Source: an optimization exercise on an open RTL-to-GDS flow (aim: small area, a short achievable clock period and few clock cycles). Production flows keep margins and buffers that such runs may drop.
Function was checked by simulation only, so behaviour that the tests miss may differ from the original.
The flow treats the clock pin as an ideal source, which a real chip does not have.

==> flow/design.v <==
`timescale 1ns/1ps
module RISC_V(clk, rst, mem_addr, mem_wdata, mem_we, mem_rdata);
    input clk, rst;
    input  [15:0] mem_rdata;
    output [15:0] mem_addr;
    output [15:0] mem_wdata;
    output        mem_we;
    reg  [15:1] fa;         
    reg  [15:0] ir;         
    reg  [7:0]  sa, sb;     
    reg         iv;         
    reg         mem;        
    reg  [15:0] ea;         
    reg  [2:0]  mrd;        
    reg         mst;        
    reg  [15:0] rf [0:7];
    integer k;
    wire [15:0] w      = mem_rdata;
    wire        w_jump = (w[14:12] == 3'b100);
    wire        w_pt   = (w[14:12] == 3'b011) & w[15];   
    wire [15:1] inc    = w_jump ? {{4{w[15]}}, w[11:1]} :
                         w_pt   ? {{12{w[15]}}, w[9], w[2:1]} : 15'd1;
    wire [15:1] fnext  = fa + inc;
    wire [2:0] op  = ir[14:12];
    wire [2:0] f3  = ir[2:0];
    wire       exv = iv & ~mem;
    wire is_r  = (op == 3'b000);
    wire is_l  = (op == 3'b001);
    wire is_s  = (op == 3'b010);
    wire is_b  = (op == 3'b011);
    wire is_i  = (op == 3'b101);
    reg [15:0] a, b;
    always @(*) begin
        a = 16'd0;
        b = 16'd0;
        for (k = 0; k < 8; k = k + 1) begin
            a = a | ({16{sa[k]}} & rf[k]);
            b = b | ({16{sb[k]}} & rf[k]);
        end
    end
    wire [15:0] immI = {{10{ir[15]}}, ir[8:6], ir[2:0]};
    wire [15:0] immS = {{10{ir[15]}}, ir[5:0]};
    wire        sub  = is_b | (is_r & ~f3[2] & (f3[1] | f3[0]));
    wire [15:0] op2  = (is_r | is_b) ? (sub ? ~b : b) : (is_s ? immS : immI);
    wire [15:0] sum  = a + op2 + {15'd0, sub};
    wire        lt   = (a[15] ^ b[15]) ? a[15] : sum[15];
    wire        eq   = (a == b);
    reg [15:0] res;
    always @(*) begin
        if (is_r & (f3 == 3'b111))      res = a & b;
        else if (is_r & (f3 == 3'b110)) res = a | b;
        else if (is_r & (f3 == 3'b010)) res = {15'd0, lt};
        else                            res = sum;
    end
    wire [4:0]  bimm  = {ir[15], ir[15], ir[9], ir[2:1]};         
    wire [4:0]  boff  = ir[15] ? (5'd1 - bimm) : (bimm - 5'd1);
    wire [15:1] alt   = fa + {{10{boff[4]}}, boff};
    wire taken    = ir[11] ? lt : (eq ^ ir[10]);
    wire redirect = exv & is_b & (taken ^ ir[15]);
    wire        ex_we = exv & (is_r | is_i);
    wire        wen   = mem ? ~mst : ex_we;
    wire [2:0]  wa    = mem ? mrd : ir[11:9];
    wire [15:0] wd    = mem ? mem_rdata : res;
    always @(posedge clk)
        if (wen) rf[wa] <= wd;
    always @(posedge clk or posedge rst) begin
        if (rst) begin
            fa  <= 15'd0;
            iv  <= 1'b0;
            mem <= 1'b0;
        end else begin
            mem <= exv & (is_l | is_s);
            if (~mem) begin
                fa <= ({15{redirect}} & alt) | ({15{~redirect}} & fnext);
                iv <= ~redirect;
            end
        end
    end
    wire keep_b = mem | (exv & is_s);
    always @(posedge clk) begin
        if (~mem)
            ir <= w;
        for (k = 0; k < 8; k = k + 1) begin
            sa[k] <= mem ? (ir[5:3] == k) : (w[5:3] == k);
            sb[k] <= keep_b ? (ir[8:6] == k) : (w[8:6] == k);
        end
        ea  <= sum;
        mrd <= ir[11:9];
        mst <= is_s;
    end
    assign mem_addr  = mem ? ea : {fa, 1'b0};
    assign mem_wdata = b;
    assign mem_we    = mem & mst;
endmodule
export LEC_CHECK = 0
export CAP_MARGIN = 20
export CORE_MARGIN = 2
export CORE_UTILIZATION = 40
export SETUP_SLACK_MARGIN = 4.5
export SLEW_MARGIN = 20
create_clock -name core_clock -period 8.0 [get_ports {clk}]
standard.sh (not shown) runs the stock make flow with config.mk's settings and CLKGATE_MAP_FILE= SYNTH_SCRIPT=/design/flow/synth_recipe.tcl, a recipe that flattens the netlist after the stock synthesis.
==> flow/flow/run.sh <==
#!/bin/bash
# The standard layout (standard.sh) with three changes:
# - synthesis leaves adders to ABC instead of mapping them onto the
#   library's full/half-adder cells (ADDER_MAP_FILE empty); the registers
#   are the standard synthesis's;
# - plain buffers on the ports (buffer_ports otherwise picks delay cells);
# - after the post-CTS timing repair, a downsizing pass that keeps the setup slack at or above SETUP_SLACK_MARGIN.
# Full tool output goes to standard.log.
set -e
export FLOW_FLOW_DIR=$PWD/flow
export ADDER_MAP_FILE=
export BUFFER_PORTS_ARGS="-buffer_cell sky130_fd_sc_hd__buf_1"
export POST_CTS_TCL=$FLOW_FLOW_DIR/post_cts.tcl
bash standard.sh > standard.log 2>&1
==> flow/flow/area_recover.tcl <==
# Greedy area recovery: try each sized-up cell at smaller drive strengths of
# the same cell (same footprint) and keep the smallest one that leaves the
# worst setup slack at or above the margin (or where it was, if lower), and
# keeps every pin at least 20% inside its max-slew and max-capacitance
# limits (or no worse than before). Clock-tree cells are left alone.
proc area_recover { margin } {
  set dont_use {}
  if { [info exists ::env(DONT_USE_CELLS)] } { set dont_use $::env(DONT_USE_CELLS) }
  set wns0 [sta::worst_slack_cmd max]
  set limit [expr { min($margin * 1e-9, $wns0) }]
  set slew_lim [expr { min(0.2 * [sta::max_slew_check_limit], [sta::max_slew_check_slack]) }]
  set cap_lim [expr { min(0.2 * [sta::max_capacitance_check_limit], [sta::max_capacitance_check_slack]) }]
  puts "area_recover: worst slack $wns0, keeping it at or above $limit"
  set n 0
  set insts {}
  foreach inst [get_cells *] {
    set cell [get_property $inst ref_name]
    if { ![regexp {^(sky130_fd_sc_hd__[a-z0-9]+)_([0-9]+)$} $cell -> base drive] } { continue }
    if { [regexp {clk|dly|tap|fill|decap|diode} $base] } { continue }
    if { $drive == 0 } { continue }
    lappend insts [list $inst $base $drive $cell]
  }
  foreach rec $insts {
    lassign $rec inst base drive cell
    set cands {}
    foreach lc [get_lib_cells ${base}_*] {
      set name [get_name $lc]
      if { ![regexp "^${base}_(\[0-9\]+)\$" $name -> d] } { continue }
      if { $d >= $drive } { continue }
      set skip 0
      foreach p $dont_use { if { [string match $p $name] } { set skip 1 } }
      if { $skip } { continue }
      lappend cands [list $d $name]
    }
    set cands [lsort -integer -index 0 $cands]
    foreach c $cands {
      set name [lindex $c 1]
      replace_cell $inst $name
      if { [sta::worst_slack_cmd max] >= $limit
           && [sta::max_slew_check_slack] >= $slew_lim
           && [sta::max_capacitance_check_slack] >= $cap_lim } {
        incr n
        break
      }
      replace_cell $inst $cell
    }
  }
  puts "area_recover: resized $n cells, worst slack [sta::worst_slack_cmd max]"
}
==> flow/flow/post_cts.tcl <==
# After CTS and its timing repair: give back the drive strength that repair
# added where the setup slack stays at or above the repair margin, then
# legalize the placement again.
source $::env(FLOW_FLOW_DIR)/area_recover.tcl
area_recover $::env(SETUP_SLACK_MARGIN)
detailed_placement
check_placement -verbose
Testbench counts at the start, summed over its fixed seeds: cycles 40,390.
==> next run, changes <==
- ABC_AREA: unset -> 1
- SETUP_SLACK_MARGIN: 4.5 -> 4.8
The new run passed the timing, DRC and antenna checks; synthesized cell count increases by 64%; core utilization increases by 0.91 points; first-iteration DRC count decreases by 5.6%; global-route usage increases by 0.82 points; routed wire length increases by 14%; worst hold slack gets worse by 0.044 ns.
==> next run, changes <==
==> flow/flow/run.sh (replaced) <==
#!/bin/bash
# The standard layout (standard.sh, unchanged synthesis) with two
# changes: plain buffers on the ports (buffer_ports otherwise picks delay
# cells), and an area recovery pass after the post-CTS timing repair that
# downsizes cells while the setup slack stays at or above
# SETUP_SLACK_MARGIN; the global-route repair then runs as usual. Full tool
# output goes to standard.log.
set -e
export FLOW_FLOW_DIR=$PWD/flow
export BUFFER_PORTS_ARGS="-buffer_cell sky130_fd_sc_hd__buf_1"
export POST_CTS_TCL=$FLOW_FLOW_DIR/post_cts.tcl
bash standard.sh > standard.log 2>&1
--- a/flow/flow/area_recover.tcl
+++ b/flow/flow/area_recover.tcl
@@ -2,5 +2,3 @@
 # the same cell (same footprint) and keep the smallest one that leaves the
-# worst setup slack at or above the margin (or where it was, if lower), and
-# keeps every pin at least 20% inside its max-slew and max-capacitance
-# limits (or no worse than before). Clock-tree cells are left alone.
+# worst setup slack at or above the margin. Clock cells are left alone.
 proc area_recover { margin } {
@@ -9,5 +7,5 @@
   set wns0 [sta::worst_slack_cmd max]
+  set slew0 [sta::max_slew_violation_count]
+  set cap0 [sta::max_capacitance_violation_count]
   set limit [expr { min($margin * 1e-9, $wns0) }]
-  set slew_lim [expr { min(0.2 * [sta::max_slew_check_limit], [sta::max_slew_check_slack]) }]
-  set cap_lim [expr { min(0.2 * [sta::max_capacitance_check_limit], [sta::max_capacitance_check_slack]) }]
   puts "area_recover: worst slack $wns0, keeping it at or above $limit"
@@ -39,4 +37,4 @@
       if { [sta::worst_slack_cmd max] >= $limit
-           && [sta::max_slew_check_slack] >= $slew_lim
-           && [sta::max_capacitance_check_slack] >= $cap_lim } {
+           && [sta::max_slew_violation_count] <= $slew0
+           && [sta::max_capacitance_violation_count] <= $cap0 } {
         incr n
- ABC_AREA: 1 -> unset
- SETUP_SLACK_MARGIN: 4.8 -> 4.2
=>
- maximum frequency falls by about a fifth
- routed wire length came out lower by about a fifth
- worst setup slack is worse by 0.72 ns
- hold slack gains 0.019 ns
- final area came out lower by roughly a tenth
- area after synthesis went down by a few percent
==> next run, changes <==
==> flow/flow/run.sh (replaced) <==
#!/bin/bash
# The standard layout (standard.sh) with three changes:
# - synthesis leaves adders to ABC instead of mapping them onto the
#   library's full/half-adder cells (ADDER_MAP_FILE empty); the registers
#   are the standard synthesis's;
# - plain buffers on the ports (buffer_ports otherwise picks delay cells);
# - after the post-CTS timing repair, a downsizing pass that keeps the setup slack at or above SETUP_SLACK_MARGIN.
# Full tool output goes to standard.log.
set -e
export FLOW_FLOW_DIR=$PWD/flow
export ADDER_MAP_FILE=
export BUFFER_PORTS_ARGS="-buffer_cell sky130_fd_sc_hd__buf_1"
export POST_CTS_TCL=$FLOW_FLOW_DIR/post_cts.tcl
bash standard.sh > standard.log 2>&1
--- a/flow/flow/area_recover.tcl
+++ b/flow/flow/area_recover.tcl
@@ -2,3 +2,5 @@
 # the same cell (same footprint) and keep the smallest one that leaves the
-# worst setup slack at or above the margin. Clock cells are left alone.
+# worst setup slack at or above the margin (or where it was, if lower), and
+# keeps every pin at least 20% inside its max-slew and max-capacitance
+# limits (or no worse than before). Clock-tree cells are left alone.
 proc area_recover { margin } {
@@ -7,5 +9,5 @@
   set wns0 [sta::worst_slack_cmd max]
-  set slew0 [sta::max_slew_violation_count]
-  set cap0 [sta::max_capacitance_violation_count]
   set limit [expr { min($margin * 1e-9, $wns0) }]
+  set slew_lim [expr { min(0.2 * [sta::max_slew_check_limit], [sta::max_slew_check_slack]) }]
+  set cap_lim [expr { min(0.2 * [sta::max_capacitance_check_limit], [sta::max_capacitance_check_slack]) }]
   puts "area_recover: worst slack $wns0, keeping it at or above $limit"
@@ -37,4 +39,4 @@
       if { [sta::worst_slack_cmd max] >= $limit
-           && [sta::max_slew_violation_count] <= $slew0
-           && [sta::max_capacitance_violation_count] <= $cap0 } {
+           && [sta::max_slew_check_slack] >= $slew_lim
+           && [sta::max_capacitance_check_slack] >= $cap_lim } {
         incr n
- ABC_AREA: unset -> 1
- CORE_UTILIZATION: 40 -> 55
- SETUP_SLACK_MARGIN: 4.2 -> 4.5
Outcome: Die area came out lower by about 23%. Synthesized area came out higher by 4.8%. Worst setup slack improves by 0.69 ns. Sequential share of layout area came out higher by 1.3 points. Routed wire length came out higher by 6.9%.

==> static timing again, ports no longer ideal <==
No port has a modelled driver above. Below, the same layouts with a new extraction and two added sets of constraints. Step 1 (the two cells are an assumption about what drives the block):
set clk [get_ports {clk}]
set_driving_cell -lib_cell sky130_fd_sc_hd__clkbuf_16 $clk
set_driving_cell -lib_cell sky130_fd_sc_hd__buf_2 [delete_from_list [all_inputs] $clk]
Step 2, shift: input delay + t, output delay - t, t = (earliest + latest rising clock arrival at the registers) / 2. This alone moves slack from input paths to output paths. Three values: no drivers, after step 1, after step 2; two values: the first two.
run	t, ns	setup WS [ns]	hold WS [ns]	latest minus earliest clock arrival (ns)
the first run	0.478	3.646 / 3.665 / 3.188	0.474 / 0.474 / 0.474	0.029 / 0.029
the second run	0.494	4.467 / 4.469 / 3.975	0.429 / 0.429 / 0.429	0.019 / 0.019
the third run	0.477	3.750 / 3.750 / 3.491	0.448 / 0.448 / 0.448	0.013 / 0.013
the fourth run	0.481	4.438 / 4.436 / 3.956	0.422 / 0.422 / 0.422	0.025 / 0.025
After both steps every run listed still meets setup and hold. For the second run, which loses most, drivers alone change the setup slack by +0.002 ns; drivers and shift together by -0.492 ns.
